From an optimization exercise on the open Yosys and OpenROAD flow, aimed at small area and a short achievable clock period; shortcuts taken in it are not production practice.
In this exercise RTL edits were held to simulation tests only and were not proved equivalent to the original.
No activity file was given, so power comes from the tool's default toggle rates.

==> design/flow/run.sh <==
#!/bin/bash
# synth_recipe.tcl (not shown) runs the flow's synth.tcl, then flattens the netlist and writes it again
# the make line also repeats each setting of config.mk as NAME=value (left out here)
make -C /OpenROAD-flow-scripts/flow DESIGN_CONFIG=/design/flow/config.mk WORK_HOME=/design/flow/orfs CLKGATE_MAP_FILE= SYNTH_SCRIPT=/design/flow/synth_recipe.tcl finish
==> design/flow/config.mk <==
export PLATFORM = sky130hd
export DESIGN_NAME = top_module
export DESIGN_NICKNAME = top_module
export VERILOG_FILES = /design/flow/design.v
export SDC_FILE = /design/flow/constraint.sdc
export NUM_CORES = 4
export LEC_CHECK = 0
export CAP_MARGIN = 20
export CORE_MARGIN = 2
export CORE_UTILIZATION = 40
export SLEW_MARGIN = 20
==> design/flow/constraint.sdc <==
create_clock -name core_clock -period 3.3 [get_ports {clk}]
set_input_delay 0.6600 -clock core_clock [delete_from_list [all_inputs] [get_ports {clk}]]
set_output_delay 0.6600 -clock core_clock [all_outputs]
set_load 0.01 [all_outputs]
==> design/flow/design.v <==
`timescale 1ns / 1ps
module simon_datapath_shiftreg(clk,data_in,data_rdy,key_in,cipher_out,round_counter,bit_counter);
input clk,data_in,key_in;
input [1:0] data_rdy;
input round_counter;
output cipher_out;
output [5:0] bit_counter;
reg [55:0] shifter1;
reg [63:0] shifter2;
reg shift_in1,shift_in2;
wire shift_out1,shift_out2;
reg shifter_enable1,shifter_enable2;
reg fifo_ff63,fifo_ff62,fifo_ff61,fifo_ff60,fifo_ff59,fifo_ff58,fifo_ff57,fifo_ff56;
reg lut_ff63,lut_ff62,lut_ff61,lut_ff60,lut_ff59,lut_ff58,lut_ff57,lut_ff56;
reg lut_ff_input,fifo_ff_input;
reg lut_rol1,lut_rol2,lut_rol8;
reg s1,s4,s5,s6,s7;
reg [1:0] s3;
reg [5:0] bit_counter;
wire lut_out;
always @(posedge clk)
begin
	if(shifter_enable1)
	begin
		shifter1 <= {shift_in1, shifter1[55:1]};
	end
end
assign shift_out1 = shifter1[0];
always @(posedge clk)
begin
	if(shifter_enable2)
	begin
		shifter2 <= {shift_in2, shifter2[63:1]};
	end
end
assign shift_out2 = shifter2[0];
always@(posedge clk)
begin
	if(shifter_enable1)
	begin
		fifo_ff63 <= fifo_ff_input;
		fifo_ff62 <= fifo_ff63;
		fifo_ff61 <= fifo_ff62;
		fifo_ff60 <= fifo_ff61;
		fifo_ff59 <= fifo_ff60;
		fifo_ff58 <= fifo_ff59;
		fifo_ff57 <= fifo_ff58;
		fifo_ff56 <= fifo_ff57;
	end
end
always@(posedge clk)
begin
	lut_ff63 <= lut_ff_input;
	lut_ff62 <= lut_ff63;
	lut_ff61 <= lut_ff62;
	lut_ff60 <= lut_ff61;
	lut_ff59 <= lut_ff60;
	lut_ff58 <= lut_ff59;
	lut_ff57 <= lut_ff58;
	lut_ff56 <= lut_ff57;
end
always@(*)
begin
		shift_in2 = shift_out1;
end
always@(*)
begin
	if(s1==0)
		shift_in1 = lut_ff56;
	else
		shift_in1 = fifo_ff56;
end
always@(*)
begin
	if(s3==0)
		fifo_ff_input = data_in;
	else if(s3==1)
		fifo_ff_input = shift_out1;
	else if(s3==2)
		fifo_ff_input = lut_out;
	else
		fifo_ff_input = 1'b0;  
end
always@(*)
begin
	if(s5==0)
		lut_ff_input = shift_out1;
	else
		lut_ff_input = lut_out;
end
always@(*)
begin
	if(s7==0)
		lut_rol1 = fifo_ff63;
	else
		lut_rol1 = lut_ff63;
	if(s4==0)
		lut_rol2 = fifo_ff62;
	else
		lut_rol2 = lut_ff62;
	if(s6==0)
		lut_rol8 = fifo_ff56;
	else
		lut_rol8 = lut_ff56;
end
always@(*)
begin
	if((round_counter==0 && bit_counter<8)||(round_counter==1 && bit_counter>7)||(data_rdy==1))
		s1 = 1;
	else 
		s1 = 0;
	if(data_rdy==1)  
		s3 = 0;
	else if(round_counter==0)  
		s3 = 1;
	else if(round_counter==1)  
		s3 = 2;
	else 
		s3 = 1'b0;  
	if(round_counter==0)  
		s6 = 0;
	else
		s6 = 1;
	s4 = s6;
	s7 = s6;
	s5 = ~s6;
end
always@(*)
begin
	if(data_rdy==1 || data_rdy==3)
	begin
		shifter_enable1 = 1;
		shifter_enable2 = 1;
	end
	else
	begin
		shifter_enable1 = 0;
		shifter_enable2 = 0;
	end
end
always@(posedge clk)
begin
	if(data_rdy==0)
		bit_counter <= 0;
	else if(data_rdy==3)
		bit_counter <= bit_counter + 1;
	else 
		bit_counter <= bit_counter;
end
assign lut_out = (lut_rol1 & lut_rol8) ^ shift_out2 ^ lut_rol2 ^ key_in;
assign cipher_out = lut_out;
endmodule
`timescale 1ns / 1ps
module simon_key_expansion_shiftreg(clk,data_in,key_out,data_rdy,bit_counter,round_counter_out);
input clk;
input data_in;
input [1:0] data_rdy;
input [5:0] bit_counter;
output key_out;
output round_counter_out;
reg [59:0] shifter1;
reg [63:0] shifter2;
reg shift_in1,shift_in2;
wire shift_out1,shift_out2;
reg shifter_enable1,shifter_enable2;
reg lut_ff_enable,fifo_ff_enable;
wire lut_out;
reg lut_in3;
reg s2,s3;
reg [1:0] s1;
reg [6:0] round_counter;
reg z_value;
reg fifo_ff0,fifo_ff1,fifo_ff2,fifo_ff3;
reg lut_ff0,lut_ff1,lut_ff2,lut_ff3;
localparam [0:127] Z = {68'b10101111011100000011010010011000101000010001111110010110110011101011, 60'b0};
reg c;
assign round_counter_out = round_counter[0];
always @(posedge clk)
begin
	if(shifter_enable1)
	begin
		shifter1 <= {shift_in1, shifter1[59:1]};
	end
end
assign shift_out1 = shifter1[0];
always @(posedge clk)
begin
	if(shifter_enable2)
	begin
		shifter2 <= {shift_in2, shifter2[63:1]};
	end
end
assign shift_out2 = shifter2[0];
always @(posedge clk)
begin
	if(fifo_ff_enable)
	begin
		fifo_ff3 <= shift_out1;
		fifo_ff2 <= fifo_ff3;
		fifo_ff1 <= fifo_ff2;
		fifo_ff0 <= fifo_ff1;
	end
end
always@(posedge clk)
begin
	if(lut_ff_enable)
	begin
		lut_ff3 <= lut_out;
		lut_ff2 <= lut_ff3;
		lut_ff1 <= lut_ff2;
		lut_ff0 <= lut_ff1;
	end
end
always@(*)
begin
	if(data_rdy==2)
		shift_in2 = fifo_ff0;
	else if(data_rdy==3 && (round_counter<1 || bit_counter>3))
		shift_in2 = fifo_ff0;
	else if(data_rdy==3 && bit_counter<4 && round_counter>0) 
		shift_in2 = lut_ff0; 
	else
		shift_in2 = 1'b0;
end
always@(*)
begin
	if(s2==0)
		lut_in3 = fifo_ff3;
	else
		lut_in3 = lut_ff3;
end
always@(*)
begin
	if(s1==0)
		shift_in1 = fifo_ff0;
	else if(s1==1)
		shift_in1 = data_in;
	else if(s1==2)
		shift_in1 = lut_out;
	else if(s1==3)
		shift_in1 = lut_ff0;
	else
		shift_in1 = 1'b0;
end
always@(*)
begin
	if(bit_counter==0 && round_counter!=0)
		s2 = 1;
	else
		s2 = 0;
end
always@(*)
begin
	if(data_rdy==2)
		s1 = 1;
	else if(data_rdy==3 && bit_counter<4 && round_counter==0)
		s1 = 0;
	else if(data_rdy==3 && bit_counter<4 && round_counter>0)
		s1 = 3;
	else
		s1 = 2;
end
always@(*)
begin
	if(data_rdy==3 && bit_counter<4)
		lut_ff_enable = 1;
	else
		lut_ff_enable = 0;
end
always@(*)
begin
	if(data_rdy==2 || data_rdy==3)
		fifo_ff_enable = 1;
	else
		fifo_ff_enable = 0;
end
always@(*)
begin
	if(data_rdy==2 || data_rdy==3)
		shifter_enable1 = 1;
	else
		shifter_enable1 = 0;
	if(data_rdy==2 || data_rdy==3)
		shifter_enable2 = 1;
	else
		shifter_enable2 = 0;
end
always@(posedge clk)
begin
	if(data_rdy==3 && bit_counter==63)
		round_counter <= round_counter + 1;
	else if(data_rdy==0)
		round_counter <= 0;
	else
		round_counter <= round_counter;
end
always @(*)
begin
	if(bit_counter==0)
		z_value = Z[round_counter];
	else
		z_value = 0;
end
always @(*)
begin
	if(bit_counter==0 || bit_counter==1)
		c = 0;
	else 
		c = 1;
end
assign lut_out = shift_out2 ^ lut_in3 ^ shift_out1 ^ z_value ^ c;
assign key_out = shift_out2;
endmodule
`timescale 1ns / 1ps
module top_module(clk,data_in,data_rdy,cipher_out);
input clk,data_in;
input [1:0] data_rdy;
output cipher_out;
wire key;
wire [5:0] bit_counter;
wire round_counter_out;
simon_datapath_shiftreg datapath(.clk(clk), .data_in(data_in), .data_rdy(data_rdy), .key_in(key), 
								 . cipher_out(cipher_out), .round_counter(round_counter_out), .bit_counter(bit_counter));
simon_key_expansion_shiftreg key_exp(.clk(clk), .data_in(data_in), .data_rdy(data_rdy), .key_out(key), .bit_counter(bit_counter), 
									 .round_counter_out(round_counter_out));
endmodule
==> impl_results.md, run 1 <==
- Hold buffers post-CTS: 0
- DRC: 0
- Most common cell in the netlist: edfxtp_1
- Final Hold Fails: 0
- Port buffer count: 4
- Setup Skew: 0.0206 ns
- Syn avg cell area: 22.6 um^2
- Die height: 155 um
- Share of cells above drive strength 1: 0.119
- Filler cells: 1864
- H-tree lvl count: 1
- Number of synthesized flops with an enable pin: 267
- Initial antenna violation count: 0
- Cell area after synthesis: 9160 um^2
- Worst path cell trace: mux2i_1 -> xnor2_1 -> xnor2_1 -> clkdlybuf4s50_1
- Slew @ Worst Pin: 1.08 ns
- WL/cell: 15.5 um
- CP max stage delay: 0.60 ns
- Synth warn: 2
- Fin nets: 448
- Synth top area share: 0.875
- Non-Filler Instances: 739
- Post-DP HPWL: 5460 um
- Top_reg_cell synth: edfxtp_1
- Vias in the first global route: 3383
- Maximum Capacitance Violations: 0
- Final instance area: 10400 um^2
- Sequential area share after synthesis: 0.906
- Crit path capture type: output pin
- Worst-path clk slew: 0.06 ns
- Status: complete, no violations
- RSZ-0062 raised after global routing: false
- GRT met2 Usage: 0.127
- Routability congestion estimate: 0.744
- Grt ovf: 0
- Vias: 3505
- Router iterations before antenna repair: 4
- Final setup violating endpoints: 0
- Power Density: 709 nW/um^2
- Min Tclk post-route: 2.96 ns
- CP Class: reg -> out
- Most frequent CP cell: xnor2_1
- Most common library cells after synthesis: edfxtp_1 (267), nor2_1 (15), dfxtp_1 (14)
- Register Area: 8300 um^2
- Final period util: 0.897
- WP data required: 2.64 ns
- Layout area overhead: 13.4%
- Synth Instances: 406
- Ant diodes: 0
- Worst Path Arrival: 2.30 ns
- M3 GR Usage: 0.0228
- Crit start category: flip-flop
- GR peak layer: met1
- Met1 Usage GRT: 0.157
- Fin. max-slew vios: 0
- CP max stage cell: clkdlybuf4s50_1
- Syn nets: 420
- Core Region: 22600 um^2
- Die area: 24100 um^2
- Top post-synthesis cells by area: edfxtp_1 (87%), dfxtp_1 (3.1%), ha_1 (1.4%)
- Largest net degree at the start of global routing: 142
- CTS root buffer: clkbuf_16
- I/O Pins: 5
- Largest area contributor in the netlist: edfxtp_1
- Placed Cells: 690
- Row Count: 55
- First-pass GRT wire length: 18500 um
- Leakage: 3.54 nW
- Synth cell types: 37
- Latest clock arrival within the worst-skew pair: 0.52 ns
- Worst setup margin: 0.340 ns
- Post_cts resized: 0
- Max IR drop VDD: 0.000459 V
- Initial drt markers: 386
- CTS tree: done
- Synth Register Bits: 281
- Vias per Instance: 4.74
- Worst slack, placed: 0.810 ns
- Die Wd: 155 um
- Starting Density: 0.406
- Worst Hold Class: reg -> reg
- CTS Buf Count: 27
- CTS max path bufs: 3
- Critical Path Fanout Max: 10
- Async SR Flop Fraction: 0
- Finished Core Util: 0.461
- Max_slew headroom: 0.278
- Final ANT Viol Nets: 0
- Clk sinks: 281
- Gr usage total: 0.0977
- Routed wire length: 11500 um
- Flop2flop setup slack: 0.79 ns
- Multi-input logic area: 791 um^2
- Post-route setup TNS: 0 ns
- Placed standard-cell area: 9550 um^2
- # Post-CTS Setup Buffers: 0
- Fmax: 338 MHz
worst paths after layout:
kind / start / endpoint / cells past startpoint
worst min register to register: datapath.lut_ff58 / datapath.lut_ff57 / 0
worst min-delay path: datapath.lut_ff58 / datapath.lut_ff57 / 0
worst max register to register: key_exp.round_counter[0] / key_exp.shifter1[59] / 8
worst max-delay path: key_exp.round_counter[0] / cipher_out / 4
registers in the layout (all words and copies together) (netlist names), 6 cells and up:
register               flops
datapath.bit_counter       6
datapath.shifter1         56
datapath.shifter2         64
key_exp.round_counter      7
key_exp.shifter1          60
key_exp.shifter2          64
per-stage QoR:
step / total power, mW / hold slack [ns]
3_3_place_gp: 4.53 / 0.315
3_5_place_dp: 4.55 / 0.312
6_report: 7.37 / 0.327
4_1_cts: 7.46 / 0.327
5_1_grt: 7.65 / 0.331
2_1_floorplan: 4.46 / 0.310
layout by cell type, fill, tap and decap left out, types with 6 or more instances in the layout:
cell type  Yosys  final
nor2_1        15     15
clkinv_2       0      8
ha_1          10     10
dfxtp_1       14     14
xor2_1         6      6
o21ai_0        7      6
inv_1         10     10
clkbuf_16      0     27
edfxtp_1     267    267
mux2i_1        6      6
nand3_1        6      6
xnor2_1        8      8
nand2_1       11     11
report_power, final:
part / switching [mW] / total (mW) / internal, mW / leakage [nW]
Clock: 1.23 / 2.89 / 1.66 / 0.412
Combinational: 0.141 / 0.231 / 0.0900 / 0.413
Sequential: 0.0841 / 4.25 / 4.16 / 2.72
area by class of cell:
cell class	instances	area share
Multi-Input combinational cell	107	0.0761
Clock inverter	20	0.0153
Sequential cell	281	0.798
Clock buffer	29	0.0657
Tap cell	285	0.0343
Timing Repair Buffer	7	0.00674
Inverter	10	0.00361
kinds of logic after synthesis:
group / after synthesis / share of synthesized area
flip-flops: 281 / 0.906
AND/OR/NAND/NOR: 51 / 0.0298
AO/OA/AOI/OAI: 22 / 0.0175
buffers and inverters: 18 / 0.00819
XOR/XNOR: 15 / 0.0152
adder cells (fa/ha/maj): 10 / 0.0137
multiplexers: 9 / 0.0102
metal layers:
layer,part of all wire,wire length (um),vias up
met5,0,0,-
met4,0.020,231,0
met3,0.050,571,20
met2,0.41,4740,63
met1,0.52,5900,1793
li1,-,-,1629
worst max-delay path, delay by kind of cell, from the launching register on:
| kind | cells | cell delay, ns |
|---|---|---|
| xor+xnor | 2 | 0.37 |
| buf+inv | 1 | 0.60 |
| flops | 1 | 0.56 |
| mux | 1 | 0.27 |
==> run 2, diff against run 1 <==
==> design/flow/design.v (replaced) <==
module simon_datapath_shiftreg(clk,load,load_in,key_in,bit_cnt,cipher_out);
input clk,load,load_in,key_in;
input [5:0] bit_cnt;
output cipher_out;
reg [127:0] d;
wire rol1 = (bit_cnt == 6'd0)   ? d[0] : d[64];
wire rol2 = (bit_cnt[5:1] == 0) ? d[1] : d[65];
wire rol8 = (bit_cnt[5:3] == 0) ? d[7] : d[71];
wire new_bit = d[127] ^ (rol1 & rol8) ^ rol2 ^ key_in;
always @(posedge clk)
	d <= {d[126:0], load ? load_in : new_bit};
assign cipher_out = d[0];
endmodule
module simon_key_expansion_shiftreg(clk,load,data_in,bit_cnt,z_value,key_out,tail_out);
input clk,load,data_in,z_value;
input [5:0] bit_cnt;
output key_out,tail_out;
reg [127:0] q;
wire ror3 = (bit_cnt > 6'd60) ? q[124] : q[60];
wire ror4 = (bit_cnt > 6'd59) ? q[123] : q[59];
wire cst  = (bit_cnt[5:1] != 0) ^ ((bit_cnt == 6'd0) & z_value);
wire new_bit = q[127] ^ ror3 ^ ror4 ^ cst;
always @(posedge clk)
	q <= {q[126:0], load ? data_in : new_bit};
assign key_out  = q[127];
assign tail_out = q[127];
endmodule
module top_module(clk,data_in,data_rdy,cipher_out);
input clk,data_in;
input [1:0] data_rdy;
output cipher_out;
wire load = data_rdy[0] ^ data_rdy[1];    
wire key_bit;
wire key_tail;
reg [5:0] bit_cnt;
reg       par;
reg [4:0] lfsr;     
always @(posedge clk)
begin
	if (load) begin
		bit_cnt <= 6'd0;
		par     <= 1'b0;
		lfsr    <= 5'b11111;
	end else begin
		bit_cnt <= bit_cnt + 6'd1;
		if (&bit_cnt) begin
			par  <= ~par;
			lfsr <= {lfsr[4] ^ lfsr[2] ^ lfsr[1] ^ lfsr[0], lfsr[4:1]};
		end
	end
end
wire z_value = lfsr[0] ^ par;
simon_datapath_shiftreg datapath(.clk(clk), .load(load), .load_in(key_tail), .key_in(key_bit),
                                 .bit_cnt(bit_cnt), .cipher_out(cipher_out));
simon_key_expansion_shiftreg key_exp(.clk(clk), .load(load), .data_in(data_in), .bit_cnt(bit_cnt),
                                     .z_value(z_value), .key_out(key_bit), .tail_out(key_tail));
endmodule
--- a/design/flow/config.mk
+++ b/design/flow/config.mk
@@ -7,5 +7,6 @@
 export LEC_CHECK = 0
 export CAP_MARGIN = 20
 export CORE_MARGIN = 2
-export CORE_UTILIZATION = 40
+export CORE_UTILIZATION = 60
+export SETUP_SLACK_MARGIN = 2.0
 export SLEW_MARGIN = 20
==> run 2 against run 1 <==
  * Sequential share of layout area down 2.4 points
  * Cell count fell by 29%
  * Maximum frequency grew 63%
  * Combinational power shrank about 20%
  * Wire length fell by 46%
  * Synthesized cell count shrank 16%
  * Register-to-register slack better by 0.69 ns
  * Count of clock-buffer cells in the layout increased by 5
  * Via count is 35% lower
  * Clock power fell by 17%
  * Power decreased by 12%
  * Setup slack improved by 1.1 ns
==> impl_results.md, run 2 <==
- Status: complete, no violations
- Max_slew headroom: 0.719 (+0.441)
- Die height: 103 um (-34%)
- Synth Register Bits: 268 (-4.6%)
- Gr usage total: 0.122 (+0.0246)
- Fin nets: 382 (-15%)
- Number of synthesized flops with an enable pin: 0 (-100%)
- Clock share of power: 0.372 (-0.020)
- Seq pwr share: 0.600 (+0.024)
- Initial drt markers: 46 (-88%)
- Hold buffers post-CTS: 0 (unchanged)
- Final instance area: 6950 um^2 (-33%)
- Post-DP HPWL: 3090 um (-43%)
- CTS tree: done
- Final period util: 0.551 (-0.346)
- Routed wire length: 6200 um (-46%)
- Crit start category: flip-flop
- Min Tclk post-route: 1.82 ns (-1.14 ns)
- Vias per Instance: 4.33 (-8.6%)
- Die area: 10600 um^2 (-56%)
- Biggest regs: datapath.d: 128 flops, key_exp.q: 128 flops, bit_cnt: 6 flops
- WP data required: 3.79 ns (+1.15 ns)
- Fmax: 550 MHz (+63%)
- Post-route setup TNS: 0 ns (unchanged)
- Router iterations before antenna repair: 3 (-1)
- Ant diodes: 0 (unchanged)
- Async SR Flop Fraction: 0 (unchanged)
- Core Region: 9640 um^2 (-57%)
- WL/cell: 11.8 um (-24%)
- Synth cell types: 33 (-11%)
- Syn nets: 346 (-18%)
- Most common cell after layout, fill and taps aside: dfxtp_1
- Synth Instances: 340 (-16%)
- First-pass GRT wire length: 10200 um (-45%)
- Worst-path clk slew: 0.06 ns (about the same)
- Most common cell in the netlist: dfxtp_1
- CP max stage delay: 0.56 ns (-0.04 ns)
- Cell internal pwr: 5.20 mW (-12%)
- CTS root buffer: clkbuf_8
- Clk sinks: 268 (-4.6%)
- RSZ-0062 raised after global routing: true
- Crit path capture type: flip-flop
- Compound-gate portion of the synthesized area: 0.0140 (-0.00345)
- Multiplexer area fraction after synthesis: 0.0121 (+0.00187)
- Leakage: 2.85 nW (-20%)
- Synth top area share: 0.911 (+0.0364)
- Port buffer count: 4 (unchanged)
- Final setup violating endpoints: 0 (unchanged)
- CTS max path bufs: 3 (unchanged)
- Post-synthesis adder-cell area fraction: 0.00425 (-0.00940)
- Setup Skew: 0.00796 ns (-0.0127 ns)
- Sequential area share after synthesis: 0.911 (+0.00585)
- Die Wd: 103 um (-34%)
- Row Count: 36 (-35%)
- Fin. max-slew vios: 0 (unchanged)
- Synth warn: 3 (+1)
- Maximum Capacitance Violations: 0 (unchanged)
- Switching share of power: 0.195 (-0.00287)
- Sw Pwr: 1.26 mW (-14%)
- CTS Buf Count: 24 (-11%)
- Max IR drop VDD: 0.000589 V (+28%)
- Worst Path Arrival: 2.31 ns (about the same)
- Cell area after synthesis: 5890 um^2 (-36%)
- Share of cells above drive strength 1: 0.159 (+0.0400)
- Largest area contributor in the netlist: dfxtp_1
- Synth Area in Simple Gates: 0.0334 (+0.00360)
- Placed standard-cell area: 6090 um^2 (-36%)
- Worst Hold Class: reg -> reg
- Worst path cell trace: or4_4 -> o22ai_4 -> nand2_2 -> or4_1 -> nand4_1
- CP max stage cell: or4_4
- Most common library cells after synthesis: dfxtp_1 (268), nor2_1 (9), xor2_1 (7)
- Vias: 2267 (-35%)
- I/O Pins: 5 (unchanged)
- Largest family of logic cells by synthesized area: simple AND/OR/NAND/NOR gates
- XOR/XNOR Fraction of Synth Area: 0.0217 (+0.00652)
- Final ANT Viol Nets: 0 (unchanged)
- Most frequent cells in the layout: dfxtp_1 (262), clkbuf_16 (21), nor2_1 (9), clkbuf_8 (8)
- Top_reg_cell synth: dfxtp_1
- Vias in the first global route: 2198 (-35%)
- Largest net degree at the start of global routing: 16 (-89%)
- CP Class: reg -> reg
- Syn avg cell area: 17.3 um^2 (-23%)
- H-tree lvl count: 1 (unchanged)
- Layout area overhead: 18.0%
- DRC: 0 (unchanged)
- Final Hold Fails: 0 (unchanged)
- Slew @ Worst Pin: 0.418 ns (-0.664 ns)
- Starting Density: 0.611 (+0.205)
- Comb power frac: 0.029 (-0.002)
- Routability congestion estimate: 0.709 (-4.7%)
- Power Density: 929 nW/um^2 (+31%)
- Grt ovf: 0 (unchanged)
- Initial antenna violation count: 0 (unchanged)
- Latest clock arrival within the worst-skew pair: 0.56 ns (+0.04 ns)
- Critical Path Fanout Max: 4 (-6)
- Top post-synthesis cells by area: dfxtp_1 (91%), xor2_1 (1.0%), mux2i_1 (1.0%)
## run 2: changes by cell type after synthesis, moves of 6 or more
cell	change
inv_1	-7
clkbuf_1	-7
ha_1	-8
edfxtp_1	-267
nor2_1	-6
dfxtp_1	+254
nand2_1	-6
## run 2: power by group through the flow
| stage | Sequential, mW | Clock, mW | Combinational (mW) |
|---|---|---|---|
| finish | 3.87 | 2.40 | 0.184 |
| global route | 3.92 | 2.60 | 0.201 |
| CTS | 3.88 | 2.47 | 0.168 |
| detailed placement | 3.93 | 0 | 0.147 |
| global placement | 3.94 | 0 | 0.143 |
| floorplan | 3.88 | 0 | 0.109 |
## run 2: cell families after synthesis
kind of cell               after synthesis
muxes                                    7
and+or+nand+nor                         36
AOI/OAI and AO/OA                       10
buffers and inverters                    4
DFF                                    268
adders and majority gates                2
xor gates and xnor gates                13
## run 2: per-layer routing
metal,GRT usage,vias up,wire length (um)
li1,-,1161,-
met1,0.182,1080,3450
met2,0.169,21,2490
met3,0.0366,5,177
met4,0.0476,0,79
met5,0,-,0
## run 2: worst max-delay path, delay by kind of cell, from the launching register on
kind	cells	cell delay, ns
AND/OR/NAND/NOR	4	1.23
flip-flops	1	0.35
AO/OA/AOI/OAI	1	0.18
## run 2: stage by stage
stage	util	power, mW	std cells	setup WS (ns)	hold WS (ns)
floorplan	-	3.99	340	1.55	0.310
global placement	0.632	4.08	476	0.859	0.312
detailed placement	0.632	4.08	476	0.810	0.312
CTS	0.716	6.52	521	1.48	0.318
global route	0.721	6.73	523	1.41	0.329
finish	0.721	6.46	523	1.48	0.323
## run 2: worst paths after layout
check        depth (start not counted)              to  slack [ns]            from
min reg2reg                          0  datapath.d[94]        0.32  datapath.d[93]
min                                  0  datapath.d[94]        0.32  datapath.d[93]
max reg2reg                          5   datapath.d[0]        1.48      bit_cnt[3]
max                                  5   datapath.d[0]        1.48      bit_cnt[3]
## run 2: final cells by class
type | instances | area, um^2
clock inverter | 6 | 47.5
tap | 133 | 166
fill | 671 | 2690
timing repair buffer | 11 | 110
clock buffer | 34 | 654
sequential | 268 | 5380
multi-input combinational | 68 | 579
inverter | 3 | 11.3
## run 2: timing repair
action | in CTS | in global routing
hold endpoints to repair | 0 | 0
endpoints found under the setup margin | 14 | 14
setup buffers | 5 | 2
pin swaps | 2 | 2
gates resized for setup | 16 | 8
==> run 3, diff against run 2 <==
--- a/design/flow/config.mk
+++ b/design/flow/config.mk
@@ -7,6 +7,5 @@
 export LEC_CHECK = 0
 export CAP_MARGIN = 20
 export CORE_MARGIN = 2
-export CORE_UTILIZATION = 60
-export SETUP_SLACK_MARGIN = 2.0
+export CORE_UTILIZATION = 40
 export SLEW_MARGIN = 20
==> run 3 against run 2 <==
  * Via count decreased by 0.93%
  * Hold slack got worse by 0.012 ns
  * Area after synthesis unchanged
  * Core utilization shrank 24 points
  * Flip-flop and latch count unchanged
  * Sequential power barely moved
  * First-iteration DRC count rose by 110%
  * Clock skew grew 0.0062 ns
  * Maximum frequency down 13%
  * Die area rose by 48%
==> impl_results.md, run 3 <==
- Status: complete, no violations
- Maximum Capacitance Violations: 0 (unchanged)
- Worst path cell trace: clkdlybuf4s50_1
- Syn nets: 346 (unchanged)
- First-pass GRT wire length: 11000 um (+7.4%)
- Power Density: 986 nW/um^2 (+6.1%)
- WP data required: 2.64 ns (-1.15 ns)
- Flop2flop setup slack: 1.33 ns (-0.15 ns)
- Most common cell after layout, fill and taps aside: dfxtp_1
- Worst Hold Class: reg -> reg
- Finished Core Util: 0.484 (-0.237)
- Clock share of power: 0.419 (+0.047)
- Router iterations before antenna repair: 3 (unchanged)
- Die height: 125 um (+22%)
- Comb power frac: 0.021 (-0.008)
- Biggest regs: datapath.d: 128 flops, key_exp.q: 128 flops, bit_cnt: 6 flops
- Crit start category: flip-flop
- Leakage: 2.87 nW (+0.81%)
- Vias in the first global route: 2305 (+4.9%)
- Initial drt markers: 95 (+110%)
- Initial antenna violation count: 0 (unchanged)
- Min-Delay Path Depth: 0 (unchanged)
- Post-route setup TNS: 0 ns (unchanged)
- Most common cell in the netlist: dfxtp_1
- Synth cell types: 33 (unchanged)
- Worst Path Arrival: 1.43 ns (-0.88 ns)
- CTS root buffer: clkbuf_16
- Row Count: 44 (+22%)
- Critical Path Fanout Max: 3 (-1)
- Cell area after synthesis: 5890 um^2 (unchanged)
- Max_slew headroom: 0.456 (-0.263)
- Final instance area: 7010 um^2 (+0.86%)
- Sw Pwr: 1.31 mW (+4.1%)
- Vias: 2246 (-0.93%)
- Hold WS: 0.311 ns (-0.0119 ns)
- Share of cells above drive strength 1: 0.117 (-0.0421)
- Gr usage total: 0.0843 (-0.0381)
- Ant diodes: 0 (unchanged)
- RR Endpoint: datapath.d[0]
- CTS tree: done
- DRC: 0 (unchanged)
- CP max stage cell: clkdlybuf4s50_1
- Grt ovf: 0 (unchanged)
- PnR Total Power: 6.91 mW (+7.0%)
- HP Start: datapath.d[5]
- CP max stage delay: 0.55 ns (about the same)
- RR Startpoint: bit_cnt[3]
- Crit path capture type: output pin
- Clk sinks: 268 (unchanged)
- Hold buffers post-CTS: 0 (unchanged)
- Most common library cells after synthesis: dfxtp_1 (268), nor2_1 (9), xor2_1 (7)
- Synth Register Bits: 268 (unchanged)
- Post-DP HPWL: 3290 um (+6.3%)
- Met3 WL post-DR: 275 um (+55%)
- Synth Instances: 340 (unchanged)
- Cell internal pwr: 5.60 mW (+7.8%)
- Die Wd: 125 um (+22%)
- Max IR drop VDD: 0.000517 V (-12%)
- Final ANT Viol Nets: 0 (unchanged)
- Post_cts resized: 0 (-16)
- Sequential area share after synthesis: 0.911 (unchanged)
- RSZ-0062 raised after global routing: false
- Placed Cells: 527 (+11%)
- Fmax: 479 MHz (-13%)
- CTS max path bufs: 3 (unchanged)
- Core Region: 14500 um^2 (+50%)
- Worst-path clk slew: 0.06 ns (about the same)
- Reg2reg path depth: 5 (unchanged)
- M1 WL: 3470 um (+0.52%)
- Setup Skew: 0.0141 ns (+0.00616 ns)
- Fin. max-slew vios: 0 (unchanged)
- Starting Density: 0.407 (-0.204)
- Layout area overhead: 19.0%
- Latest clock arrival within the worst-skew pair: 0.49 ns (-0.07 ns)
- Switching share of power: 0.189 (-0.00546)
- Worst slack, placed: 0.769 ns (-0.0413 ns)
- Family with the most delay on the worst path: buffers and inverters
- Synth warn: 3 (unchanged)
- Vias per Instance: 3.95 (-8.9%)
- Final Hold Fails: 0 (unchanged)
- Largest net degree at the start of global routing: 17 (+1)
- H-tree lvl count: 1 (unchanged)
- Async SR Flop Fraction: 0 (unchanged)
- # Post-CTS Setup Buffers: 0 (-5)
- Filler cells: 1216 (+81%)
- I/O Pins: 5 (unchanged)
- Top post-synthesis cells by area: dfxtp_1 (91%), xor2_1 (1.0%), mux2i_1 (1.0%)
- Highest routed layer: met4
- Met2 routed WL: 2580 um (+3.7%)
- CTS Buf Count: 24 (unchanged)
- Final setup violating endpoints: 0 (unchanged)
- Top_reg_cell synth: dfxtp_1
- Syn avg cell area: 17.3 um^2 (unchanged)
- Placed standard-cell area: 6150 um^2 (+0.92%)
- Slew @ Worst Pin: 0.813 ns (+0.395 ns)
- Crit path buffers/inverters: 1 (+1)
- CP Class: reg -> out
- WL/cell: 11.4 um (-3.7%)
- Hold worst-path end: datapath.d[6]
- Port buffer count: 4 (unchanged)
- Routed wire length: 6490 um (+4.8%)
- Final period util: 0.633 (+0.0814)
- Fin nets: 375 (-1.8%)
- Number of synthesized flops with an enable pin: 0 (unchanged)
- Die area: 15700 um^2 (+48%)
- Most frequent cells in the layout: dfxtp_1 (268), clkbuf_16 (25), nor2_1 (9), xor2_1 (7)
- Seq pwr share: 0.560 (-0.040)
- Worst setup margin: 1.21 ns (-0.269 ns)
- Synth top area share: 0.911 (unchanged)
- Min Tclk post-route: 2.09 ns (+0.269 ns)
- Non-Filler Instances: 569 (+8.8%)
- Routability congestion estimate: 0.732 (+3.2%)
- Largest area contributor in the netlist: dfxtp_1
## run 3: cell counts after synthesis
No cell type changed its count.
## run 3: worst max-delay path by stage
stage	startpoint	to	cells after the start
floorplan	bit_cnt[3]	datapath.d[0]	5
global route	bit_cnt[3]	key_exp.q[0]	5
global placement	data_rdy[1]	datapath.d[0]	5
detailed placement	data_rdy[1]	datapath.d[0]	5
CTS	datapath.d[0]	cipher_out	1
finish	datapath.d[0]	cipher_out	1
## run 3: power by group through the flow
stage | clock network [mW] | registers, mW | logic, mW
final | 2.89 | 3.87 | 0.148
after global routing | 3.11 | 3.92 | 0.161
after CTS | 2.97 | 3.88 | 0.150
after detailed placement | 0 | 3.93 | 0.149
after global placement | 0 | 3.93 | 0.143
after floorplan | 0 | 3.88 | 0.108
## run 3: cell families (layout without fill, tap and decap cells)
family | count (synthesis) | in the layout | share of synthesized area
flip-flops | 268 | 268 | 0.911
AND/OR/NAND/NOR | 36 | 36 | 0.0334
XOR/XNOR | 13 | 13 | 0.0217
AO/OA/AOI/OAI | 10 | 10 | 0.0140
multiplexers | 7 | 7 | 0.0121
buffers and inverters | 4 | 49 | 0.00319
adder cells (fa/ha/maj) | 2 | 2 | 0.00425
## run 3: layout make-up
class                           count  area (um^2)  share of cell area
Timing Repair Buffer                4         40.0             0.00571
Multi-Input combinational cell     68          503              0.0718
Clock buffer                       33          696              0.0993
Inverter                            3         11.3             0.00161
Clock inverter                      9          161              0.0230
Tap cell                          184          230              0.0329
Sequential cell                   268         5370               0.766
## run 3: per-layer routing
layer / track usage / vias to the layer above
met5: 0 / -
li1: - / 1144
met4: 0.0386 / 0
met2: 0.117 / 31
met1: 0.119 / 1054
met3: 0.0278 / 17
==> run 4, diff against run 3 <==
==> design/flow/design.v (replaced) <==
module simon_datapath_shiftreg(clk,load,load_in,key_in,j_0,j_lt2,j_lt8,cipher_out);
input clk,load,load_in,key_in;
input j_0,j_lt2,j_lt8;
output cipher_out;
reg [127:0] d;
wire rol1 = j_0   ? d[0] : d[64];
wire rol2 = j_lt2 ? d[1] : d[65];
wire rol8 = j_lt8 ? d[7] : d[71];
wire new_bit = d[127] ^ (rol1 & rol8) ^ rol2 ^ key_in;
always @(posedge clk)
	d <= {d[126:0], load ? load_in : new_bit};
assign cipher_out = d[0];
endmodule
module simon_key_expansion_shiftreg(clk,load,data_in,j_gt59,j_gt60,cst,key_out,tail_out);
input clk,load,data_in;
input j_gt59,j_gt60,cst;
output key_out,tail_out;
reg [127:0] q;
wire ror3 = j_gt60 ? q[124] : q[60];
wire ror4 = j_gt59 ? q[123] : q[59];
wire new_bit = q[127] ^ ror3 ^ ror4 ^ cst;
always @(posedge clk)
	q <= {q[126:0], load ? data_in : new_bit};
assign key_out  = q[127];
assign tail_out = q[127];
endmodule
module top_module(clk,data_in,data_rdy,cipher_out);
input clk,data_in;
input [1:0] data_rdy;
output cipher_out;
wire load = data_rdy[0] ^ data_rdy[1];    
wire key_bit;
wire key_tail;
reg [5:0] bit_cnt;
reg       par;
reg [4:0] lfsr;     
reg j_0, j_lt2, j_lt8, j_gt59, j_gt60;
reg cst;
wire last = &bit_cnt;
always @(posedge clk)
begin
	if (load) begin
		bit_cnt <= 6'd0;
		par     <= 1'b0;
		lfsr    <= 5'b11111;
	end else begin
		bit_cnt <= bit_cnt + 6'd1;
		if (last) begin
			par  <= ~par;
			lfsr <= {lfsr[4] ^ lfsr[2] ^ lfsr[1] ^ lfsr[0], lfsr[4:1]};
		end
	end
end
always @(posedge clk)
begin
	j_0    <= load | last;
	j_lt2  <= load | last | j_0;
	j_lt8  <= load | last | (bit_cnt[5:3] == 3'd0 && bit_cnt[2:0] != 3'd7);
	j_gt59 <= ~load & (bit_cnt == 6'd59 || (bit_cnt[5:2] == 4'hF && !last));
	j_gt60 <= ~load & (bit_cnt[5:2] == 4'hF && !last);
	cst    <= load | (last ? lfsr[1] ^ ~par : bit_cnt != 6'd0);
end
simon_datapath_shiftreg datapath(.clk(clk), .load(load), .load_in(key_tail), .key_in(key_bit),
                                 .j_0(j_0), .j_lt2(j_lt2), .j_lt8(j_lt8), .cipher_out(cipher_out));
simon_key_expansion_shiftreg key_exp(.clk(clk), .load(load), .data_in(data_in),
                                     .j_gt59(j_gt59), .j_gt60(j_gt60), .cst(cst),
                                     .key_out(key_bit), .tail_out(key_tail));
endmodule
--- a/design/flow/config.mk
+++ b/design/flow/config.mk
@@ -5,7 +5,12 @@
 export SDC_FILE = /design/flow/constraint.sdc
 export NUM_CORES = 4
 export LEC_CHECK = 0
+export ABC_CLOCK_PERIOD_IN_PS = 1000
 export CAP_MARGIN = 20
 export CORE_MARGIN = 2
-export CORE_UTILIZATION = 40
+export CORE_UTILIZATION = 60
+export CTS_BUF_LIST = sky130_fd_sc_hd__clkbuf_16
+export CTS_CLUSTER_DIAMETER = 60
+export CTS_CLUSTER_SIZE = 30
+export SETUP_SLACK_MARGIN = 2.0
 export SLEW_MARGIN = 20
==> run 4 against run 3 <==
  * Critical path depth unchanged
  * Cell count down 11%
  * Clock skew about the same
  * Flip-flop and latch count up 6
  * Maximum frequency up 34%
  * Non-clock buffer count up 4
  * Count of clock-buffer cells in the layout down 18
  * Wire length down 7.6%
  * Global-route usage up 3.0 points
  * Critical path type unchanged
  * Largest power group unchanged
  * Highest routed layer unchanged
==> impl_results.md, run 4 <==
- Status: complete, no violations
- Placed Cells: 479 (-9.1%)
- Vias in the first global route: 2036 (-12%)
- Ant diodes: 0 (unchanged)
- First-pass GRT wire length: 9910 um (-9.7%)
- Post-route setup TNS: 0 ns (unchanged)
- Port buffer count: 4 (unchanged)
- CTS Buf Count: 14 (-42%)
- WP data required: 2.64 ns (about the same)
- CTS tree: done
- Layout area overhead: 13.3%
- Gr usage total: 0.114 (+0.0298)
- Routability congestion estimate: 0.721 (-1.5%)
- Finished Core Util: 0.697 (+0.213)
- Initial antenna violation count: 0 (unchanged)
- Leakage: 2.67 nW (-6.8%)
- CP max stage delay: 0.34 ns (-0.21 ns)
- Die area: 10700 um^2 (-32%)
- Final Hold Fails: 0 (unchanged)
- Slew @ Worst Pin: 0.311 ns (-0.503 ns)
- Row Count: 36 (-18%)
- Non-Filler Instances: 505 (-11%)
- CTS root buffer: clkbuf_16
- Worst setup margin: 1.74 ns (+0.526 ns)
- Max IR drop VDD: 0.000569 V (+10%)
- Fmax: 641 MHz (+34%)
- Sequential area share after synthesis: 0.921 (+0.00925)
- Worst Hold Class: reg -> reg
- Worst Path Arrival: 0.90 ns (-0.53 ns)
- Clock share of power: 0.354 (-0.065)
- Switching share of power: 0.194 (+0.00465)
- Die Wd: 104 um (-17%)
- Power Density: 810 nW/um^2 (-18%)
- Synth Register Bits: 274 (+2.2%)
- Fin. max-slew vios: 0 (unchanged)
- Latest clock arrival within the worst-skew pair: 0.47 ns (-0.02 ns)
- Post-DP HPWL: 2860 um (-13%)
- Max_slew headroom: 0.793 (+0.337)
- Async SR Flop Fraction: 0 (unchanged)
- Starting Density: 0.615 (+0.209)
- Top_reg_cell synth: dfxtp_1
- Family with the most delay on the worst path: flip-flops
- WL/cell: 11.9 um (+4.1%)
- Initial drt markers: 49 (-48%)
- Vias per Instance: 4.30 (+8.9%)
- Share of cells above drive strength 1: 0.124 (+0.00677)
- Syn nets: 349 (+0.87%)
- Maximum Capacitance Violations: 0 (unchanged)
- Critical Path Fanout Max: 2 (-1)
- Number of synthesized flops with an enable pin: 0 (unchanged)
- Cell area after synthesis: 5960 um^2 (+1.2%)
- Cell internal pwr: 4.40 mW (-21%)
- I/O Pins: 5 (unchanged)
- Synth top area share: 0.921 (+0.00925)
- Crit start category: flip-flop
- Syn avg cell area: 17.4 um^2 (+0.62%)
- Vias: 2170 (-3.4%)
- Most common cell after layout, fill and taps aside: dfxtp_1
- Sw Pwr: 1.06 mW (-19%)
- Final period util: 0.473 (-0.159)
- Comb power frac: 0.010 (-0.011)
- H-tree lvl count: 1 (unchanged)
- Crit path capture type: output pin
- Largest net degree at the start of global routing: 31 (+14)
- CP Class: reg -> out
- Hold WS: 0.322 ns (+0.0117 ns)
- Biggest regs: datapath.d: 128 flops, key_exp.q: 128 flops, bit_cnt: 6 flops
- Clk sinks: 274 (+2.2%)
- Worst slack, placed: 1.05 ns (+0.286 ns)
- Routed wire length: 6000 um (-7.6%)
- Core Region: 9680 um^2 (-33%)
- Top post-synthesis cells by area: dfxtp_1 (92%), xnor2_1 (1.0%), mux2i_1 (1.0%)
- Synth Instances: 342 (+0.59%)
- Synth cell types: 23 (-30%)
- Most common cell in the netlist: dfxtp_1
- Router iterations before antenna repair: 4 (+1)
- Most common library cells after synthesis: dfxtp_1 (274), nand2_1 (9), o21ai_0 (8)
- CTS max path bufs: 3 (unchanged)
- Die height: 104 um (-17%)
- Fin nets: 374 (-0.27%)
- Worst path cell trace: buf_6
- RSZ-0062 raised after global routing: true
- Setup Skew: 0.0144 ns (+0.000295 ns)
- Most frequent cells in the layout: dfxtp_1 (267), clkbuf_16 (15), nand2_1 (8), o21ai_0 (8), xnor2_1 (7)
- Grt ovf: 0 (unchanged)
- Largest area contributor in the netlist: dfxtp_1
- Seq pwr share: 0.636 (+0.076)
- DRC: 0 (unchanged)
- CP max stage cell: dfxtp_2
- Worst-path clk slew: 0.10 ns (+0.04 ns)
- Min Tclk post-route: 1.56 ns (-0.526 ns)
- Synth warn: 3 (unchanged)
- Crit path buffers/inverters: 1 (unchanged)
- Final setup violating endpoints: 0 (unchanged)
- Final ANT Viol Nets: 0 (unchanged)
[run 4: cell types whose count changed after synthesis, moves of 3 or more]
cell,delta
dfxtp_1,+6
nor2_1,-4
o21ai_0,+6
xor2_1,-3
nand2_1,+4
[run 4: kinds of logic after synthesis]
family / synth area share
and+or+nand+nor: 0.0267
DFF: 0.921
adders and majority gates: 0.00630
xor gates and xnor gates: 0.0254
buffers and inverters: 0.00126
muxes: 0.0101
AOI/OAI and AO/OA: 0.00966
[run 4: power groups by stage]
stage / logic [mW] / clock network [mW] / registers (mW)
2_1_floorplan: 0.0369 / 0 / 3.53
3_3_place_gp: 0.0491 / 0 / 3.55
3_5_place_dp: 0.0498 / 0 / 3.55
4_1_cts: 0.0508 / 1.99 / 3.48
5_1_grt: 0.0610 / 2.10 / 3.49
6_report: 0.0545 / 1.93 / 3.48
[run 4: final timing paths]
check | startpoint | endpoint | slack, ns | depth (start not counted)
setup reg to reg | lfsr[2] | lfsr[4] | 2.05 | 4
hold reg to reg | datapath.d[72] | datapath.d[73] | 0.32 | 0
setup / recovery | datapath.d[0] | cipher_out | 1.74 | 1
hold / removal | datapath.d[72] | datapath.d[73] | 0.32 | 0
[run 4: final cells by class]
type                            instances  area (um^2)
Clock buffer                           15          375
Clock inverter                          6         90.1
Fill cell                             649         2940
Inverter                                2         7.51
Multi-Input combinational cell         67          549
Sequential cell                       274         5500
Tap cell                              133          166
Timing Repair Buffer                    8         61.3
[run 4: routing by layer]
| layer | GRT usage | vias up | share of wire |
|---|---|---|---|
| met5 | 0 | - | 0 |
| li1 | - | 1125 | - |
| met1 | 0.181 | 1010 | 0.55 |
| met3 | 0.0296 | 11 | 0.039 |
| met2 | 0.148 | 24 | 0.38 |
| met4 | 0.0483 | 0 | 0.023 |
[run 4: metrics by stage]
stage	instance area [um^2]	total power [mW]
2_1_floorplan	5990	3.57
3_3_place_gp	6200	3.59
3_5_place_dp	6200	3.60
4_1_cts	6690	5.52
5_1_grt	6750	5.65
6_report	6750	5.47
[run 4: what timing repair did]
action                                  CTS  global route
cloned                                    0             1
endpoints found under the setup margin   21             4
endpoints found under the hold margin     0             0
hold buffers                              0             0
pin swaps                                 0             6
gates resized for setup                  22             9
setup buffers                             1             3
==> run 5, diff against run 4 <==
==> design/flow/config.mk (replaced) <==
export PLATFORM = sky130hd
export DESIGN_NAME = top_module
export DESIGN_NICKNAME = top_module
export VERILOG_FILES = /design/flow/design.v
export SDC_FILE = /design/flow/constraint.sdc
export NUM_CORES = 4
export LEC_CHECK = 0
export CAP_MARGIN = 20
export CORE_MARGIN = 2
export CORE_UTILIZATION = 60
export SETUP_SLACK_MARGIN = 2.0
export SLEW_MARGIN = 20
==> run 5 against run 4 <==
  * Critical path depth is the same
  * Area after synthesis unchanged
  * Sequential share of layout area decreased by 3.6 points
  * First-iteration DRC count rose by 14%
  * Clock power is 37% higher
  * Global-route usage is 0.64 points higher
  * Maximum frequency fell by 5.5%
  * Via count up 3.5%
  * Highest routed layer unchanged
==> impl_results.md, run 5 <==
- Worst Hold Class: reg -> reg
- Die area: 10700 um^2 (unchanged)
- H-tree lvl count: 1 (unchanged)
- CP max stage cell: dfxtp_2
- Largest net degree at the start of global routing: 16 (-48%)
- Initial drt markers: 56 (+14%)
- Top_reg_cell synth: dfxtp_1
- Setup Skew: 0.0127 ns (-0.00172 ns)
- Hold WS: 0.322 ns (-0.000531 ns)
- Fin. max-slew vios: 0 (unchanged)
- Largest area contributor in the netlist: dfxtp_1
- Met1 Usage GRT: 0.182 (+0.00139)
- Switching share of power: 0.184 (-0.0105)
- Biggest regs: datapath.d: 128 flops, key_exp.q: 128 flops, bit_cnt: 6 flops
- Port buffer count: 4 (unchanged)
- Crit path capture type: output pin
- CP Class: reg -> out
- Final Hold Fails: 0 (unchanged)
- Die height: 104 um (unchanged)
- Ant diodes: 0 (unchanged)
- Router iterations before antenna repair: 4 (unchanged)
- Critical Path Fanout Max: 2 (unchanged)
- RSZ-0062 raised after global routing: true
- Gr usage total: 0.121 (+0.00638)
- Initial antenna violation count: 0 (unchanged)
- Clock share of power: 0.428 (+0.074)
- Synth top area share: 0.921 (unchanged)
- RR Endpoint: datapath.d[0]
- Fin nets: 384 (+2.7%)
- Most common library cells after synthesis: dfxtp_1 (274), nand2_1 (9), o21ai_0 (8)
- Syn nets: 349 (unchanged)
- Synth warn: 3 (unchanged)
- Grt ovf: 0 (unchanged)
- Crit start category: flip-flop
- Routed wire length: 6230 um (+3.9%)
- Min Tclk post-route: 1.65 ns (+0.0911 ns)
- Final setup violating endpoints: 0 (unchanged)
- Syn avg cell area: 17.4 um^2 (unchanged)
- Maximum Capacitance Violations: 0 (unchanged)
- Hold worst-path end: datapath.d[83]
- Flop2flop setup slack: 2.07 ns (+0.02 ns)
- Starting Density: 0.615 (unchanged)
- Most common cell in the netlist: dfxtp_1
- Synth Register Bits: 274 (unchanged)
- DRC: 0 (unchanged)
- Cell internal pwr: 5.05 mW (+15%)
- CP max stage delay: 0.32 ns (-0.02 ns)
- Synth cell types: 23 (unchanged)
- Status: complete, no violations
- WP data required: 2.64 ns (about the same)
- Worst Path Arrival: 0.99 ns (+0.09 ns)
- CTS root buffer: clkbuf_8
- Latest clock arrival within the worst-skew pair: 0.56 ns (+0.09 ns)
- Routability congestion estimate: 0.721 (unchanged)
- HP Start: datapath.d[82]
- Placed Cells: 479 (unchanged)
- Reg2reg path depth: 5 (+1)
- CTS max path bufs: 3 (unchanged)
- Final ANT Viol Nets: 0 (unchanged)
- Vias in the first global route: 2194 (+7.8%)
- Cell area after synthesis: 5960 um^2 (unchanged)
- Max IR drop VDD: 0.000715 V (+26%)
- Async SR Flop Fraction: 0 (unchanged)
- RR Startpoint: datapath.d[0]
- First-pass GRT wire length: 10600 um (+6.5%)
- Number of synthesized flops with an enable pin: 0 (unchanged)
- Family with the most delay on the worst path: flip-flops
- Seq pwr share: 0.563 (-0.073)
- Clk sinks: 274 (unchanged)
- Most common cell after layout, fill and taps aside: dfxtp_1
- CTS tree: done
- Vias per Instance: 4.27 (-0.59%)
- Sequential area share after synthesis: 0.921 (unchanged)
- Leakage: 2.84 nW (+6.4%)
- Post-route setup TNS: 0 ns (unchanged)
- Top post-synthesis cells by area: dfxtp_1 (92%), xnor2_1 (1.0%), mux2i_1 (1.0%)
- I/O Pins: 5 (unchanged)
- Vias: 2247 (+3.5%)
- Most frequent cells in the layout: dfxtp_1 (267), clkbuf_16 (22), clkbuf_8 (9), nand2_1 (8), o21ai_0 (8)
- Crit path buffers/inverters: 1 (unchanged)
- Fmax: 605 MHz (-5.5%)
- Sw Pwr: 1.13 mW (+7.0%)
- WL/cell: 11.8 um (-0.26%)
- CTS Buf Count: 24 (+10)
- Post-DP HPWL: 2860 um (unchanged)
- Core Region: 9680 um^2 (unchanged)
- Share of cells above drive strength 1: 0.160 (+0.0366)
- Synth Instances: 342 (unchanged)
- Worst-path clk slew: 0.06 ns (-0.04 ns)
- Power Density: 876 nW/um^2 (+8.1%)
- M3 GR Usage: 0.0352 (+0.00566)
- Slew @ Worst Pin: 0.288 ns (-0.0226 ns)
- Max_slew headroom: 0.808 (+0.0154)
- GRT met2 Usage: 0.160 (+0.0123)
- Die Wd: 104 um (unchanged)
- Row Count: 36 (unchanged)
- GR peak layer: met1
- Layout area overhead: 18.5%
- Worst path cell trace: buf_6
- Non-Filler Instances: 526 (+4.2%)
- Finished Core Util: 0.729 (+0.0322)
- Min-Delay Path Depth: 0 (unchanged)
- Comb power frac: 0.009 (about the same)
- Final period util: 0.501 (+0.0276)
==> run 5: per-stage QoR <==
stage | worst slack, ns | power (mW) | cell area [um^2]
global placement | 1.07 | 3.59 | 6200
CTS | 1.61 | 6.25 | 7020
finish | 1.65 | 6.18 | 7060
detailed placement | 1.05 | 3.60 | 6200
global route | 1.61 | 6.40 | 7060
floorplan | 1.80 | 3.57 | 5990
==> run 5: final cells by class <==
cell class                 count  area [um^2]
sequential                   274         5500
fill                         615         2620
clock buffer                  35          689
multi-input combinational     67          549
tap                          133          166
clock inverter                 7         87.6
timing repair buffer           8         61.3
inverter                       2         7.51
==> run 5: power groups by stage <==
stage,clock (mW),sequential (mW),combinational (mW)
finish,2.65,3.48,0.0541
global route,2.84,3.49,0.0610
CTS,2.71,3.48,0.0517
detailed placement,0,3.55,0.0498
global placement,0,3.55,0.0491
floorplan,0,3.53,0.0369
==> run 5: logic make-up (layout without fill, tap and decap cells) <==
group,Yosys count,in the layout,share of synthesized area
flip-flops,274,274,0.921
AND/OR/NAND/NOR,32,33,0.0267
XOR/XNOR,14,14,0.0254
AO/OA/AOI/OAI,11,11,0.00966
multiplexers,6,6,0.0101
adder cells (fa/ha/maj),3,3,0.00630
buffers and inverters,2,52,0.00126
==> run 5: worst max-delay path by stage <==
stage,startpoint,to,cells after the start
6_report,datapath.d[0],cipher_out,1
5_1_grt,datapath.d[0],cipher_out,1
4_1_cts,datapath.d[0],cipher_out,1
3_5_place_dp,data_rdy[1],datapath.d[0],5
3_3_place_gp,data_rdy[1],datapath.d[0],5
2_1_floorplan,data_rdy[1],datapath.d[0],4
==> run 5: repair_timing <==
item	4_1_cts	5_1_grt
pin swaps	0	3
buffers inserted	1	3
endpoints found under the setup margin	13	4
hold buffers	0	0
gates resized for setup	18	13
hold endpoints to repair	0	0
gates cloned	0	1
==> run 5: layer usage <==
metal	share of wire	up-vias
met1	0.54	1056
met4	0.023	0
met2	0.40	27
li1	-	1152
met3	0.039	12
met5	0	-
==> run 6, diff against run 5 <==
--- a/design/flow/config.mk
+++ b/design/flow/config.mk
@@ -5,8 +5,12 @@
 export SDC_FILE = /design/flow/constraint.sdc
 export NUM_CORES = 4
 export LEC_CHECK = 0
+export ABC_CLOCK_PERIOD_IN_PS = 1000
 export CAP_MARGIN = 20
 export CORE_MARGIN = 2
 export CORE_UTILIZATION = 60
-export SETUP_SLACK_MARGIN = 2.0
+export CTS_BUF_LIST = sky130_fd_sc_hd__clkbuf_16
+export CTS_CLUSTER_DIAMETER = 80
+export CTS_CLUSTER_SIZE = 35
+export SETUP_SLACK_MARGIN = 1.8
 export SLEW_MARGIN = 20
==> run 6 against run 5 <==
  * Largest power group unchanged
  * Maximum frequency is 5.8% higher
  * Critical path type unchanged
  * Register-to-register slack worse by 0.17 ns
  * Hold slack better by 0.0063 ns
==> impl_results.md, run 6 <==
- First-pass GRT wire length: 9960 um (-5.6%)
- Synth cell types: 23 (unchanged)
- Placed standard-cell area: 6180 um^2 (-0.40%)
- Initial drt markers: 64 (+14%)
- Biggest regs: datapath.d: 128 flops, key_exp.q: 128 flops, bit_cnt: 6 flops
- Die Wd: 104 um (unchanged)
- Die area: 10700 um^2 (unchanged)
- Clk sinks: 274 (unchanged)
- Vias per Instance: 4.23 (-0.94%)
- CP max stage delay: 0.34 ns (+0.02 ns)
- Largest net degree at the start of global routing: 36 (+20)
- Post-DP HPWL: 2840 um (-0.95%)
- CTS Buf Count: 11 (-54%)
- Final period util: 0.473 (-0.0277)
- Share of cells above drive strength 1: 0.0669 (-0.0935)
- Critical Path Fanout Max: 2 (unchanged)
- Final setup violating endpoints: 0 (unchanged)
- Post-route setup TNS: 0 ns (unchanged)
- Non-Filler Instances: 492 (-6.5%)
- Hold WS: 0.328 ns (+0.00628 ns)
- Crit path capture type: output pin
- Most common cell in the netlist: dfxtp_1
- Worst Hold Class: reg -> reg
- Top post-synthesis cells by area: dfxtp_1 (92%), xnor2_1 (1.0%), mux2i_1 (1.0%)
- CP Class: reg -> out
- RR Startpoint: bit_cnt[0]
- Register Area: 5490 um^2 (-0.23%)
- Starting Density: 0.615 (unchanged)
- Number of synthesized flops with an enable pin: 0 (unchanged)
- Max_slew headroom: 0.731 (-0.0771)
- DRC: 0 (unchanged)
- Power Density: 767 nW/um^2 (-12%)
- Min-Delay Path Depth: 0 (unchanged)
- Routability congestion estimate: 0.728 (+0.94%)
- Final ANT Viol Nets: 0 (unchanged)
- Crit start category: flip-flop
- Worst path cell trace: buf_6
- Slew @ Worst Pin: 0.403 ns (+0.115 ns)
- WP data required: 2.64 ns (about the same)
- Min Tclk post-route: 1.56 ns (-0.0913 ns)
- Fmax: 641 MHz (+5.8%)
- CTS root buffer: clkbuf_16
- HP Start: datapath.d[98]
- Most common cell after layout, fill and taps aside: dfxtp_1
- Top_reg_cell synth: dfxtp_1
- Syn nets: 349 (unchanged)
- Sequential area share after synthesis: 0.921 (unchanged)
- Reg2reg path depth: 5 (unchanged)
- Crit path buffers/inverters: 1 (unchanged)
- Initial antenna violation count: 0 (unchanged)
- Most common library cells after synthesis: dfxtp_1 (274), nand2_1 (9), o21ai_0 (8)
- Status: complete, no violations
- Port buffer count: 4 (unchanged)
- CP max stage cell: dfxtp_2
- Synth Register Bits: 274 (unchanged)
- Fin. max-slew vios: 0 (unchanged)
- RR Endpoint: lfsr[4]
- Vias in the first global route: 2031 (-7.4%)
- Cell area after synthesis: 5960 um^2 (unchanged)
- Final Hold Fails: 0 (unchanged)
- Async SR Flop Fraction: 0 (unchanged)
- Multi-input logic area: 510 um^2 (-7.1%)
- Family with the most delay on the worst path: flip-flops
- Worst-path clk slew: 0.11 ns (+0.05 ns)
- Setup Skew: 0.0109 ns (-0.00181 ns)
- RSZ-0062 raised after global routing: true
- Maximum Capacitance Violations: 0 (unchanged)
- Row Count: 36 (unchanged)
- Synth top area share: 0.921 (unchanged)
- Worst Path Arrival: 0.90 ns (-0.09 ns)
- Routed wire length: 5680 um (-8.8%)
- Flop2flop setup slack: 1.90 ns (-0.17 ns)
- Core Region: 9680 um^2 (unchanged)
- Router iterations before antenna repair: 3 (-1)
- Finished Core Util: 0.671 (-0.0579)
- Max IR drop VDD: 0.000493 V (-31%)
- CTS max path bufs: 3 (unchanged)
- Filler cells: 685 (+11%)
- Worst slack, placed: 1.06 ns (+0.00144 ns)
- Synth Instances: 342 (unchanged)
- Hold worst-path end: datapath.d[99]
- Grt ovf: 0 (unchanged)
- Fin nets: 367 (-4.4%)
- Leakage: 2.58 nW (-9.4%)
- Ant diodes: 0 (unchanged)
- CTS tree: done
- Latest clock arrival within the worst-skew pair: 0.45 ns (-0.11 ns)
- I/O Pins: 5 (unchanged)
- Synth warn: 3 (unchanged)
- WL/cell: 11.6 um (-2.5%)
- PnR Total Power: 4.98 mW (-19%)
- Syn avg cell area: 17.4 um^2 (unchanged)
- Layout area overhead: 9.09%
- Die height: 104 um (unchanged)
- Gr usage total: 0.113 (-0.00737)
- Placed Cells: 479 (unchanged)
- Largest area contributor in the netlist: dfxtp_1
- Worst setup margin: 1.74 ns (+0.0913 ns)
- Most frequent cells in the layout: dfxtp_1 (273), clkbuf_16 (11), nand2_1 (9), o21ai_0 (8), xnor2_1 (7)
- H-tree lvl count: 1 (unchanged)
- Vias: 2082 (-7.3%)
- Final instance area: 6500 um^2 (-7.9%)
run 6: cells by family (layout without fill, tap and decap cells):
logic type | Yosys count | after routing | synth area share
flip-flops | 274 | 274 | 0.921
AND/OR/NAND/NOR | 32 | 32 | 0.0267
XOR/XNOR | 14 | 14 | 0.0254
AO/OA/AOI/OAI | 11 | 11 | 0.00966
multiplexers | 6 | 6 | 0.0101
adder cells (fa/ha/maj) | 3 | 3 | 0.00630
buffers and inverters | 2 | 19 | 0.00126
run 6: routing by layer:
layer  global-route usage  wire length [um]
met1                0.182              3310
met2                0.150              2080
met3               0.0308               212
met4               0.0299                81
met5                    0                 0
run 6: repair_timing:
item	4_1_cts	5_1_grt
buffers inserted	1	0
hold buffers	0	0
endpoints found under the setup margin	6	6
gates resized for setup	13	5
run 6: layout make-up:
type / count / area share
Sequential cell: 274 / 0.844
Timing Repair Buffer: 5 / 0.00693
Inverter: 2 / 0.00115
Clock inverter: 1 / 0.00135
Multi-Input combinational cell: 66 / 0.0785
Tap cell: 133 / 0.0256
Clock buffer: 11 / 0.0423
run 6: how the worst max path moves through the flow:
stage                       start             to  slack, ns  cells past startpoint
floorplan             data_rdy[1]  datapath.d[0]       1.80                      4
global placement      data_rdy[1]          j_lt2       1.10                      4
detailed placement    data_rdy[1]          j_lt2       1.06                      4
CTS                 datapath.d[0]     cipher_out       1.72                      1
global route        datapath.d[0]     cipher_out       1.70                      1
finish              datapath.d[0]     cipher_out       1.74                      1
run 6: report_power, final:
part	internal [mW]	switching, mW	total (mW)
Sequential	3.43	0.0386	3.47
Clock	0.612	0.850	1.46
Combinational	0.0248	0.0240	0.0489
==> run 7, diff against run 6 <==
--- a/design/flow/config.mk
+++ b/design/flow/config.mk
@@ -8,9 +8,9 @@
 export ABC_CLOCK_PERIOD_IN_PS = 1000
 export CAP_MARGIN = 20
 export CORE_MARGIN = 2
-export CORE_UTILIZATION = 60
+export CORE_UTILIZATION = 70
 export CTS_BUF_LIST = sky130_fd_sc_hd__clkbuf_16
-export CTS_CLUSTER_DIAMETER = 80
-export CTS_CLUSTER_SIZE = 35
+export CTS_CLUSTER_DIAMETER = 50
+export CTS_CLUSTER_SIZE = 25
 export SETUP_SLACK_MARGIN = 1.8
 export SLEW_MARGIN = 20
==> run 7 against run 6 <==
  * Cell count down 4.3%
  * Register-to-register slack better by 0.06 ns
  * First-iteration DRC count down 45%
  * Sequential share of layout area down 1.1 points
  * Sequential power about the same
  * Wire length up 22%
  * Still clean on timing, DRC and antenna
  * Power up 7.3%
  * Count of clock-buffer cells in the layout up 4
==> impl_results.md, run 7 <==
- # Post-CTS Setup Buffers: 0 (-1)
- Largest area contributor in the netlist: dfxtp_1
- Final Hold Fails: 0 (unchanged)
- Slew @ Worst Pin: 0.400 ns (-0.00262 ns)
- Power Density: 812 nW/um^2 (+5.9%)
- CP Class: reg -> out
- Worst Path Arrival: 0.92 ns (+0.02 ns)
- WP data required: 2.64 ns (about the same)
- Critical Path Fanout Max: 3 (+1)
- Core Region: 8220 um^2 (-15%)
- Most common cell in the netlist: dfxtp_1
- Post-DP HPWL: 2930 um (+3.1%)
- Die area: 9270 um^2 (-14%)
- Post-route setup TNS: 0 ns (unchanged)
- Gr usage total: 0.157 (+0.0436)
- Synth top area share: 0.921 (unchanged)
- Hold WS: 0.322 ns (-0.00576 ns)
- Number of synthesized flops with an enable pin: 0 (unchanged)
- Top post-synthesis cells by area: dfxtp_1 (92%), xnor2_1 (1.0%), mux2i_1 (1.0%)
- Crit path buffers/inverters: 1 (unchanged)
- Worst-path clk slew: 0.09 ns (-0.02 ns)
- CTS root buffer: clkbuf_16
- Min Tclk post-route: 1.58 ns (+0.0189 ns)
- Final instance area: 6590 um^2 (+1.3%)
- Synth Instances: 342 (unchanged)
- Biggest regs: datapath.d: 128 flops, key_exp.q: 128 flops, bit_cnt: 6 flops
- Top_reg_cell synth: dfxtp_1
- CP max stage delay: 0.34 ns (about the same)
- Leakage: 2.64 nW (+2.4%)
- Most frequent cells in the layout: dfxtp_1 (272), clkbuf_16 (15), nand2_1 (9), o21ai_0 (8), xnor2_1 (7)
- Finished Core Util: 0.802 (+0.131)
- Synth Register Bits: 274 (unchanged)
- Family with the most delay on the worst path: flip-flops
- Cell area after synthesis: 5960 um^2 (unchanged)
- Worst setup margin: 1.72 ns (-0.0189 ns)
- Grt ovf: 0 (unchanged)
- Max_slew headroom: 0.733 (+0.00175)
- Final setup violating endpoints: 0 (unchanged)
- Async SR Flop Fraction: 0 (unchanged)
- Initial antenna violation count: 0 (unchanged)
- Worst path cell trace: buf_6
- Max IR drop VDD: 0.000566 V (+15%)
- Latest clock arrival within the worst-skew pair: 0.47 ns (+0.02 ns)
- CP max stage cell: dfxtp_2
- Clk sinks: 274 (unchanged)
- Vias: 2157 (+3.6%)
- Die Wd: 96.3 um (-7.1%)
- Most common library cells after synthesis: dfxtp_1 (274), nand2_1 (9), o21ai_0 (8)
- Routed wire length: 6910 um (+22%)
- Row Count: 33 (-8.3%)
- Starting Density: 0.725 (+0.110)
- Status: complete, no violations
- Min-Delay Path Depth: 0 (unchanged)
- First-pass GRT wire length: 11000 um (+11%)
- Share of cells above drive strength 1: 0.0874 (+0.0206)
- Final ANT Viol Nets: 0 (unchanged)
- CTS Buf Count: 15 (+4)
- WL/cell: 14.7 um (+27%)
- Sequential area share after synthesis: 0.921 (unchanged)
- Levels on crit path: 1 (unchanged)
- Largest net degree at the start of global routing: 26 (-28%)
- Most common cell after layout, fill and taps aside: dfxtp_1
- Worst Hold Class: reg -> reg
- Routability congestion estimate: 0.739 (+1.6%)
- Crit start category: flip-flop
- Syn nets: 349 (unchanged)
- I/O Pins: 5 (unchanged)
- Fin. max-slew vios: 0 (unchanged)
- Final period util: 0.479 (+0.00572)
- Placed standard-cell area: 6140 um^2 (-0.57%)
- Vias per Instance: 4.58 (+8.2%)
- Synth warn: 3 (unchanged)
- Placed Cells: 451 (-5.8%)
- H-tree lvl count: 1 (unchanged)
- Non-Filler Instances: 471 (-4.3%)
- RSZ-0062 raised after global routing: true
- Port buffer count: 4 (unchanged)
- Die height: 96.3 um (-7.1%)
- Reg2reg path depth: 5 (unchanged)
- Syn avg cell area: 17.4 um^2 (unchanged)
- Filler cells: 418 (-39%)
- Crit path capture type: output pin
- Initial drt markers: 35 (-45%)
- Maximum Capacitance Violations: 0 (unchanged)
- Fmax: 633 MHz (-1.2%)
- Synth cell types: 23 (unchanged)
- Hold buffers post-CTS: 0 (unchanged)
- DRC: 0 (unchanged)
- Vias in the first global route: 2196 (+8.1%)
- Router iterations before antenna repair: 4 (+1)
- Layout area overhead: 10.6%
- Ant diodes: 0 (unchanged)
- Fin nets: 370 (+0.82%)
- CTS max path bufs: 3 (unchanged)
- CTS tree: done
- Setup Skew: 0.0114 ns (+0.000495 ns)
- PnR Total Power: 5.35 mW (+7.3%)
- Worst slack, placed: 1.06 ns (+0.00819 ns)
-- run 7: layout make-up --
cell class | count | area [um^2] | area share
clock inverters | 5 | 43.8 | 0.00665
well taps | 105 | 131 | 0.0199
repair buffers | 4 | 31.3 | 0.00475
flip-flops and latches | 274 | 5490 | 0.833
inverters | 2 | 7.51 | 0.00114
multi-input cells | 66 | 510 | 0.0775
clock buffers | 15 | 375 | 0.0570
-- run 7: final timing paths --
| path | start | endpoint | slack (ns) |
|---|---|---|---|
| min reg2reg | key_exp.q[10] | key_exp.q[11] | 0.32 |
| min | key_exp.q[10] | key_exp.q[11] | 0.32 |
| max | datapath.d[0] | cipher_out | 1.72 |
| max reg2reg | bit_cnt[1] | lfsr[4] | 1.96 |
-- run 7: per-layer routing --
| layer | track usage | vias to the layer above | part of all wire |
|---|---|---|---|
| met2 | 0.225 | 27 | 0.41 |
| met4 | 0.0631 | 0 | 0.032 |
| met1 | 0.232 | 995 | 0.53 |
| li1 | - | 1115 | - |
| met3 | 0.0352 | 20 | 0.029 |
| met5 | 0 | - | 0 |
-- run 7: cell families (layout without fill, tap and decap cells) --
family | Yosys count | count (layout) | share of synthesized area
buffers and inverters | 2 | 26 | 0.00126
adder cells (fa/ha/maj) | 3 | 3 | 0.00630
AND/OR/NAND/NOR | 32 | 32 | 0.0267
XOR/XNOR | 14 | 14 | 0.0254
AO/OA/AOI/OAI | 11 | 11 | 0.00966
flip-flops | 274 | 274 | 0.921
multiplexers | 6 | 6 | 0.0101
-- run 7: where the power goes --
| group | switching (mW) | internal (mW) | total [mW] |
|---|---|---|---|
| clock network | 0.977 | 0.844 | 1.82 |
| logic | 0.0260 | 0.0250 | 0.0510 |
| registers | 0.0438 | 3.43 | 3.48 |
-- run 7: timing repair --
action,CTS,global route
setup endpoints to repair,8,4
cloned,0,0
gates resized for setup,10,9

separate check: timing with driven ports:
In the flow no input, the clock included, has a driving cell. The finished layouts below were timed again as built, in two steps.
Step 1: set_driving_cell puts a clkbuf_16 on clk and a buf_2 on each other input, an assumption about the parent block.
Step 2 also shifts input and output timing later by t, the mid clock arrival at the registers, as if the neighbouring blocks saw the same clock.
Three values: no drivers, after step 1, after step 2; two values: the first two.
| run | shift t [ns] | setup slack, ns |
|---|---|---|
| run 1 | 0.557 | 0.340 / 0.296 / 0.790 |
| run 2 | 0.585 | 1.481 / 1.481 / 1.185 |
| run 3 | 0.522 | 1.213 / 1.175 / 0.745 |
| run 4 | 0.495 | 1.739 / 1.703 / 1.587 |
| run 5 | 0.585 | 1.648 / 1.617 / 1.546 |
| run 6 | 0.482 | 1.739 / 1.701 / 1.426 |
| run 7 | 0.499 | 1.720 / 1.685 / 1.511 |
After both steps setup and hold are still met in every run listed.
